This design comes from an exercise in tuning for small area on the open sky130 flow, not from production work.
Function was checked by simulation only, so behaviour that the tests miss may differ from the original.

Design exponent_multiplier, start of the top module:
module exponent_multiplier (
    i_clk, i_rst_n,
    i_load, i_start, i_select,
    i_A, i_B,
    o_done, led_select, o_P,
    seg_i_A_ten, seg_i_A_unit,
    seg_i_B_ten, seg_i_B_unit,
    seg_o_P_thousand, seg_o_P_hundred, seg_o_P_ten, seg_o_P_unit
);
Size: about 1,100 cells after synthesis, about 100 I/O pins, roughly 0.0058 mm² of cells after synthesis.
clock: 50.0 ns
lec_check: 0
abc_area: 1
abc_clock_period_in_ps: 50000
cap_margin: 20
core_margin: 2
core_utilization: 30
gpl_timing_driven: 0
place_density: 0.5
slew_margin: 20
standard.sh (not shown) runs the stock make flow with config.mk's settings and CLKGATE_MAP_FILE= SYNTH_SCRIPT=/design/flow/synth_recipe.tcl, a recipe that flattens the netlist after the stock synthesis.
==> flow/flow/run.sh <==
#!/bin/bash
# Standard synthesis, then the combinational logic between the standard
# synthesis's registers is re-mapped by ABC for area (registers, their names
# and cell types are kept), then the standard flow from floorplan to finish.
set -euo pipefail
W=$(pwd)
R=$W/orfs/results/$FLOW_PLATFORM/exponent_multiplier/base
YOSYS=$FLOW_HOME/../tools/install/yosys/bin/yosys
bash standard.sh "$R/1_2_yosys.v" > "$W/1_standard_synth.log" 2>&1
cp "$R/1_2_yosys.v" "$W/1_2_yosys.standard.v"
# ABC runs with different random seeds (four at a time); the smallest is kept
reopt() {
  sed "s/SEED/$1/" "$W/flow/area.abc" > "$W/area$1.abc"
  LIBFILE=$FLOW_HOME/platforms/$FLOW_PLATFORM/lib/sky130_fd_sc_hd__tt_025C_1v80.lib \
  IN_V=$W/1_2_yosys.standard.v OUT_V=$W/1_2_yosys.reopt$1.v \
  ABC_SCRIPT=$W/area$1.abc ABC_CONSTR=$W/flow/abc.constr STAT_OUT=$W/reopt_stat$1.txt \
    "$YOSYS" -c "$W/flow/reopt.tcl" > "$W/2_reopt$1.log" 2>&1
}
SEEDS="0 1 2 3 4 5 6 8"
n=0
for s in $SEEDS; do
  reopt $s &
  n=$((n + 1))
  if (( n % 4 == 0 )); then wait; fi
done
wait
best=$(for s in $SEEDS; do
  a=$(awk '/Chip area/ {print $NF}' "$W/reopt_stat$s.txt" 2>/dev/null || true)
  [[ -n "$a" ]] && echo "$a $s"
done | sort -g | head -1 | awk '{print $2}')
grep -H "Chip area" "$W"/reopt_stat*.txt > "$W/2_reopt_choice.log" || true
echo "kept ABC run $best" >> "$W/2_reopt_choice.log"
cp "$W/1_2_yosys.reopt$best.v" "$R/1_2_yosys.v"
rm -f "$R/1_synth.odb" "$R/1_synth.sdc"
# Port buffers: the smallest buffer. Clock tree: clkbuf_4 buffers, no dummy loads.
bash standard.sh "BUFFER_PORTS_ARGS=-buffer_cell sky130_fd_sc_hd__buf_1" \
  "CTS_ARGS=-sink_clustering_enable -repair_clock_nets -dont_use_dummy_load -buf_list sky130_fd_sc_hd__clkbuf_4 -root_buf sky130_fd_sc_hd__clkbuf_4" \
  finish > "$W/3_standard_finish.log" 2>&1
Other scripts of this flow, unchanged in this note and not shown: flow/flow/abc.constr, flow/flow/area.abc, flow/flow/reopt.tcl
Rerun with:
--- a/flow/flow/run.sh
+++ b/flow/flow/run.sh
@@ -34,5 +34,5 @@
 rm -f "$R/1_synth.odb" "$R/1_synth.sdc"
-# Port buffers: the smallest buffer. Clock tree: clkbuf_4 buffers, no dummy loads.
+# Port buffers: the smallest buffer. Clock tree: clkbuf_8 buffers, no dummy loads.
 bash standard.sh "BUFFER_PORTS_ARGS=-buffer_cell sky130_fd_sc_hd__buf_1" \
-  "CTS_ARGS=-sink_clustering_enable -repair_clock_nets -dont_use_dummy_load -buf_list sky130_fd_sc_hd__clkbuf_4 -root_buf sky130_fd_sc_hd__clkbuf_4" \
+  "CTS_ARGS=-sink_clustering_enable -repair_clock_nets -dont_use_dummy_load -buf_list sky130_fd_sc_hd__clkbuf_8 -root_buf sky130_fd_sc_hd__clkbuf_8" \
   finish > "$W/3_standard_finish.log" 2>&1
=> First-iteration DRC count rose by 0.37%. Utilization is higher by 0.15 points. Cell count stays flat. Wire length is about the same. Worst hold slack is worse by 6.1 ps. Maximum frequency barely changes. Via count decreases by 1.1%.

==> afterwards: timing with drivers on the ports <==
No port has a modelled driver above. Below, the same layouts with a new extraction and two added sets of constraints. Step 1 (the two cells are an assumption about what drives the block):
set clk [get_ports {i_clk}]
set_driving_cell -lib_cell sky130_fd_sc_hd__clkbuf_16 $clk
set_driving_cell -lib_cell sky130_fd_sc_hd__buf_2 [delete_from_list [all_inputs] $clk]
Step 2 also shifts input and output timing later by t, the mid clock arrival at the registers, as if the neighbouring blocks saw the same clock. a / b / c = ideal ports / drivers / drivers and shift; a / b = the first two.
run | t, ns | slack for setup (ns) | worst hold slack (ns) | worst setup path after step 2 | worst register clock-pin slew, ns
the first run | 0.377 | 28.361 / 28.332 / 28.709 | 0.466 / 0.466 / 0.466 | register to output | 0.12 / 0.12
the second run | 0.321 | 28.357 / 28.326 / 28.647 | 0.460 / 0.460 / 0.460 | register to output | 0.07 / 0.07
After both steps every run listed still meets setup and hold.
